Source: an optimization exercise on an open RTL-to-GDS flow (aim: small area, a short achievable clock period and few clock cycles). Production flows keep margins and buffers that such runs may drop.
Where RTL was checked, it was by simulation tests only, not by an equivalence proof against the original.

==> run a <==
Design Gcd, start of the top module:
module Gcd(
	input [15:0] d1,
	input [15:0] d2,
	input clk,
	input rst,
	input start,
	output ready,
	output [15:0] gcd,
	output finished_flag
);
==> module Gcd, before the edit <==
module Gcd(
	input [15:0] d1,
	input [15:0] d2,
	input clk,
	input rst,
	input start,
	output ready,
	output [15:0] gcd,
	output finished_flag
);
reg [15:0] a;
reg [15:0] b;
reg        busy;
function [15:0] pfx;
	input [15:0] v;
	integer l, i;
	begin
		pfx = v;
		for (l = 0; l < 4; l = l + 1)
			for (i = 0; i < 16; i = i + 1)
				if ((i >> l) & 1)
					pfx[i] = pfx[i] | pfx[((i >> l) << l) - 1];
	end
endfunction
function [3:0] enc;
	input [15:0] h;
	begin
		enc[0] = |(h & 16'hAAAA);
		enc[1] = |(h & 16'hCCCC);
		enc[2] = |(h & 16'hF0F0);
		enc[3] = |(h & 16'hFF00);
	end
endfunction
wire [15:0] axb = a ^ b;
wire [15:0] p   = a | b;
wire [15:0] pp  = pfx(p);
wire [15:0] px  = pfx(axb);
wire done = ~px[15] | ~|a | ~|b;
assign ready         = ~busy | done;
assign finished_flag = busy & done;
assign gcd           = a | b;
wire [15:0] lo = p & ~{pp[14:0], 1'b0};      
wire [15:0] lx = axb & ~{px[14:0], 1'b0};    
wire b_even = ~|(b & lo);                    
wire [3:0] sd = enc(lx) - enc(lo);
wire [2:0] s  = sd[3] ? 3'd7 : sd[2:0];
reg [15:0] cg, cp;
integer li, ii;
always @* begin
	cg = a & ~b;
	cp = ~axb;
	cg[0] = cg[0] | cp[0];    
	for (li = 0; li < 4; li = li + 1)
		for (ii = (2 << li) - 1; ii < 16; ii = ii + (2 << li)) begin
			cg[ii] = cg[ii] | (cp[ii] & cg[ii - (1 << li)]);
			cp[ii] = cp[ii] & cp[ii - (1 << li)];
		end
	for (li = 2; li >= 0; li = li - 1)
		for (ii = 3 * (1 << li) - 1; ii < 16; ii = ii + (2 << li)) begin
			cg[ii] = cg[ii] | (cp[ii] & cg[ii - (1 << li)]);
			cp[ii] = cp[ii] & cp[ii - (1 << li)];
		end
end
wire [15:0] dab    = ~axb ^ {cg[14:0], 1'b1};
wire        a_lt_b = ~cg[15];
wire [15:0] dabs   = dab ^ ({px[14:0], 1'b0} & {16{a_lt_b}});
wire [15:0] a_step   = dabs >> s;
wire        b_take_a = b_even | a_lt_b;
always @(posedge clk) begin
	if (ready) begin
		a <= d1;
		b <= d2;
	end else begin
		a <= a_step;
		if (b_take_a)
			b <= a;
	end
	if (~rst)
		busy <= 1'b0;
	else if (ready)
		busy <= start;
end
endmodule
export LEC_CHECK = 0
export ABC_AREA = 1
export CAP_MARGIN = 20
export CORE_MARGIN = 2
export CORE_UTILIZATION = 40
export PLACE_DENSITY = 0.6
export SETUP_SLACK_MARGIN = 1.2
export SLEW_MARGIN = 20
create_clock -name core_clock -period 4.5 [get_ports {clk}]
standard.sh (not shown) runs the stock make flow with config.mk's settings and CLKGATE_MAP_FILE= SYNTH_SCRIPT=/design/flow/synth_recipe.tcl, a recipe that flattens the netlist after the stock synthesis.
==> flow/flow/run.sh <==
#!/bin/bash
# Standard layout, except:
# - synthesis leaves the adder cells (fa/ha) to abc instead of mapping them
#   first (ADDER_MAP_FILE empty), and abc runs flow/abc.script: ORFS's area
#   script without its final upsize/dnsize passes (the layout's own repair
#   sizes the cells);
# - the port buffers are sky130_fd_sc_hd__buf_2 instead of the cell
#   buffer_ports picks by itself (clkdlybuf4s50_1).
set -euo pipefail
here=$PWD
cat > my_synth.tcl <<TCL
proc abc {args} {
  set i [lsearch -exact \$args -script]
  if {\$i >= 0} { lset args [expr {\$i + 1}] $here/flow/abc.script }
  puts "abc with script $here/flow/abc.script"
  yosys abc {*}\$args
}
TCL
cat synth_recipe.tcl >> my_synth.tcl
bash standard.sh ADDER_MAP_FILE= SYNTH_SCRIPT=$here/my_synth.tcl synth > synth.log 2>&1
bash standard.sh "BUFFER_PORTS_ARGS=-buffer_cell sky130_fd_sc_hd__buf_2" > layout.log 2>&1
==> flow/flow/abc.script <==
strash
dch
map -B 0.9
==> run b (differences from run a) <==
--- a/flow/design.v
+++ b/flow/design.v
@@ -45,4 +45,3 @@
 wire b_even = ~|(b & lo);                    
-wire [3:0] sd = enc(lx) - enc(lo);
-wire [2:0] s  = sd[3] ? 3'd7 : sd[2:0];
+wire [3:0] s = enc(lx) - enc(lo);
 reg [15:0] cg, cp;
==> flow/flow/run.sh (replaced) <==
#!/bin/bash
# Standard layout, except:
# - synthesis leaves the adder cells (fa/ha) to abc instead of mapping them
#   first (ADDER_MAP_FILE empty);
# - the port buffers are sky130_fd_sc_hd__buf_1 instead of the cell
#   buffer_ports picks by itself (clkdlybuf4s50_1).
set -euo pipefail
bash standard.sh ADDER_MAP_FILE= synth > synth.log 2>&1
bash standard.sh "BUFFER_PORTS_ARGS=-buffer_cell sky130_fd_sc_hd__buf_1" > layout.log 2>&1
removed: flow/flow/abc.script
==> run c (differences from run a) <==
==> flow/design.v (replaced) <==
`timescale 1ns / 1ps
module Gcd(
	input [15:0] d1,
	input [15:0] d2,
	input clk,
	input rst,
	input start,
	output ready,
	output [15:0] gcd,
	output finished_flag
); 
reg [15:0] 	tmp1;
reg [15:0] 	tmp2;
reg [15:0]  result_q;
reg 		busy;
reg enable;
always@(posedge clk)begin
	if(~rst)begin
		tmp1 <= 16'd0;
		tmp2 <= 16'd0;
		result_q <= 16'd0;
		busy <= 1'b0;
		enable <= 1'b0;
	end
	else begin
		enable <= 1'b0;
		if(!busy)begin
			if(start)begin
				tmp1 <= d1;
				tmp2 <= d2;
				busy <= 1'b1;
			end
		end
		else begin
			if(tmp1==tmp2 || tmp1 == 0 || tmp2 == 0)begin
				busy <= 1'b0;
				result_q <= (tmp2 == 0) ? tmp1 : tmp2;
				enable <= 1'b1;
			end
			else if(tmp1 > tmp2)begin
				tmp1 <= tmp1 - tmp2;
			end
			else begin
				tmp2 <= tmp2 - tmp1;
			end
		end
	end
end
assign ready = ~busy;
assign gcd = result_q;
assign finished_flag = enable;
endmodule
==> flow/run.sh (new file) <==
#!/bin/bash
# synth_recipe.tcl (not shown) runs the flow's synth.tcl, then flattens the netlist and writes it again
# the make line also repeats each setting of config.mk as NAME=value (left out here)
make -C /OpenROAD-flow-scripts/flow DESIGN_CONFIG=/design/flow/config.mk WORK_HOME=/design/flow/orfs CLKGATE_MAP_FILE= SYNTH_SCRIPT=/design/flow/synth_recipe.tcl finish
ABC_AREA = default   (was 1)
SETUP_SLACK_MARGIN = default   (was 1.2)
removed: flow/flow/run.sh
removed: flow/flow/abc.script
removed: flow/standard.sh
==> run d (differences from run a) <==
--- a/flow/design.v
+++ b/flow/design.v
@@ -14,13 +14,2 @@
 reg        busy;
-function [15:0] pfx;
-	input [15:0] v;
-	integer l, i;
-	begin
-		pfx = v;
-		for (l = 0; l < 4; l = l + 1)
-			for (i = 0; i < 16; i = i + 1)
-				if ((i >> l) & 1)
-					pfx[i] = pfx[i] | pfx[((i >> l) << l) - 1];
-	end
-endfunction
 function [3:0] enc;
@@ -35,6 +24,3 @@
 wire [15:0] axb = a ^ b;
-wire [15:0] p   = a | b;
-wire [15:0] pp  = pfx(p);
-wire [15:0] px  = pfx(axb);
-wire done = ~px[15] | ~|a | ~|b;
+wire done = ~|axb | ~|a | ~|b;
 assign ready         = ~busy | done;
@@ -42,8 +28,38 @@
 assign gcd           = a | b;
-wire [15:0] lo = p & ~{pp[14:0], 1'b0};      
-wire [15:0] lx = axb & ~{px[14:0], 1'b0};    
-wire b_even = ~|(b & lo);                    
-wire [3:0] sd = enc(lx) - enc(lo);
-wire [2:0] s  = sd[3] ? 3'd7 : sd[2:0];
+function [15:0] lowbit;
+	input [15:0] v;
+	reg [15:0] o;
+	integer l, i;
+	begin
+		o = v;
+		for (l = 0; l < 4; l = l + 1)
+			for (i = 0; i < 16; i = i + 1)
+				if ((i >> l) & 1)
+					o[i] = o[i] | o[((i >> l) << l) - 1];
+		lowbit = v & ~{o[14:0], 1'b0};
+	end
+endfunction
+wire [15:0] p  = a | b;
+wire [15:0] lo = lowbit(p);      
+wire [15:0] la = lowbit(a);
+wire [15:0] lx = lowbit(axb);
+wire a_even = ~|(a & lo);    
+wire b_even = ~|(b & lo);    
+wire [3:0]  tk = enc(lo);
+wire [3:0]  ty = enc(la) ^ enc(lx) ^ tk;
+wire [4:0]  sd = {1'b0, ty} - {1'b0, tk};
+wire [2:0]  s  = sd[3] ? 3'd7 : sd[2:0];
+genvar gi;
+wire [15:0] ox;
+generate
+	for (gi = 0; gi < 16; gi = gi + 1) begin : g_ox
+		if (gi == 0) begin : g0
+			assign ox[gi] = 1'b0;
+		end else begin : gn
+			assign ox[gi] = |axb[gi-1:0];
+		end
+	end
+endgenerate
 reg [15:0] cg, cp;
+reg [16:0] cy;
 integer li, ii;
@@ -63,8 +79,11 @@
 		end
+	cy = {cg, 1'b1};
 end
-wire [15:0] dab    = ~axb ^ {cg[14:0], 1'b1};
-wire        a_lt_b = ~cg[15];
-wire [15:0] dabs   = dab ^ ({px[14:0], 1'b0} & {16{a_lt_b}});
-wire [15:0] a_step   = dabs >> s;
-wire        b_take_a = b_even | a_lt_b;
+wire [15:0] dab_lo = ~axb ^ cy[15:0];
+wire        a_lt_b = ~cy[16];
+wire [16:0] dab = {a_lt_b, dab_lo};
+wire [15:0] dabs = dab[15:0] ^ (ox & {16{a_lt_b}});
+wire [15:0] x = a_even ? a : dabs;
+wire [15:0] a_step = x >> s;
+wire b_take_a = ~a_even & (b_even | a_lt_b);
 always @(posedge clk) begin
==> flow/run.sh (new file) <==
#!/bin/bash
# synth_recipe.tcl (not shown) runs the flow's synth.tcl, then flattens the netlist and writes it again
# the make line also repeats each setting of config.mk as NAME=value (left out here)
make -C /OpenROAD-flow-scripts/flow DESIGN_CONFIG=/design/flow/config.mk WORK_HOME=/design/flow/orfs CLKGATE_MAP_FILE= SYNTH_SCRIPT=/design/flow/synth_recipe.tcl finish
SETUP_SLACK_MARGIN = 0   (was 1.2)
removed: flow/flow/run.sh
removed: flow/flow/abc.script
removed: flow/standard.sh
==> notes.md <==
- Core utilization, lowest first: run b, run c, run d, run a.
- Of run d and run b, run b has the higher setup slack (gap 0.98 ns).
- Non-clock buffer count: run b < run c < run d < run a.
- Area after synthesis, lowest first: run a, run b, run c, run d.
- The lowest fmax belongs to run d, the highest to run a.
- The lowest register-to-register slack belongs to run d, the highest to run a.
- Sequential cell count: run a is lower than run c (17).
- Clock-buffer cell count: run a is lower than run d (2).
- Run c went through all stages and came out clean. Run a ran to the end with no violations. Run d completed without violations. Run b went through all stages and came out clean.
- Critical path depth: run c is lower than run d (9).
- The highest wire length belongs to run d, the lowest to run b.
==> figures <==
Worst Path Class, Setup: run b flop to output pin; run d flop to flop; run a flop to output pin; run c flop to flop
Number of multi-input combinational cells in the layout: run b 551; run d 556; run a 504; run c 405
Tap cells: run b 133; run d 143; run a 105; run c 136
Worst Hold Path EP: run b b[15]; run d a[1]; run a b[6]; run c result_q[2]
Synth area leader: run b nand2_1; run d nand2_1; run a nand2_1; run c dfxtp_1
Met2 WL: run b 5910 µm; run d 7650 µm; run a 5580 µm; run c 6250 µm
Total of fill cells in the finished design: run b 1059; run d 1181; run a 918; run c 1039
Met3 track demand over resource: run b 0.0329; run d 0.0470; run a 0.0332; run c 0.0310
Crit path from: run b b[7]; run d a[5]; run a b[3]; run c tmp1[9]
Worst reg2reg setup slack: run b 1.38 ns; run d 0.38 ns; run a 1.44 ns; run c 1.33 ns
Number of buffers and inverters on the critical path: run b 1; run d 1; run a 2; run c 1
Flip-flop and latch count after synthesis: run b 33; run d 33; run a 33; run c 50
Shortest clock period the worst path allows after layout: run b 3.14 ns; run d 4.12 ns; run a 3.10 ns; run c 3.17 ns
Multi-input logic portion of the cell area: run b 0.612; run d 0.592; run a 0.570; run c 0.591
Total length of routed met3 wires: run b 671 µm; run d 686 µm; run a 698 µm; run c 895 µm
Post-synth design cell area: run b 0.00394 mm²; run d 0.00459 mm²; run a 0.00345 mm²; run c 0.00423 mm²
Number of core rows: run b 36; run d 39; run a 33; run c 37
Status: run b complete, no violations; run d complete, no violations; run a complete, no violations; run c complete, no violations
Proportion of synthesized area in mux cells: run b 0; run d 0; run a 0; run c 0.0722
Worst hold margin: run b 0.668 ns; run d 0.667 ns; run a 0.643 ns; run c 0.502 ns
Multi-input gate area in the final layout: run b 0.00268 mm²; run d 0.00322 mm²; run a 0.00248 mm²; run c 0.00290 mm²
Testbench counts of run a, summed over its fixed seeds: cycles 22,013.
Testbench counts of run b, summed over its fixed seeds: cycles 21,896.
Testbench counts of run c, summed over its fixed seeds: cycles 513,033.
Only the layout flow was run in run d; the RTL was not checked for function there.

## afterwards: timing with drivers on the ports
The results above use ideal ports. As a check the final layouts listed here were re-extracted and re-timed, cells and wires unchanged.
Step 1 sets driving cells, clkbuf_16 on the clock port and buf_2 on the other inputs (assumed; they add their load-dependent delay and slew).
Step 2 moves the port delays by t, midway between the first and last clock arrival at a register: inputs arrive t later, outputs are due t later. That takes back most of the time a late clock gives input paths.
a / b / c = ideal / step 1 / step 2; a / b = the first two.
run | t (ns) | slack for setup (ns) | clock arrival spread, ns
run a | 0.321 | 1.403 / 1.375 / 1.438 | 0.007 / 0.007
run b | 0.325 | 1.361 / 1.331 / 1.383 | 0.012 / 0.012
run c | 0.353 | 1.333 / 1.333 / 1.333 | 0.016 / 0.016
run d | 0.333 | 0.385 / 0.385 / 0.385 | 0.009 / 0.009
After both steps setup and hold are still met in every run listed.
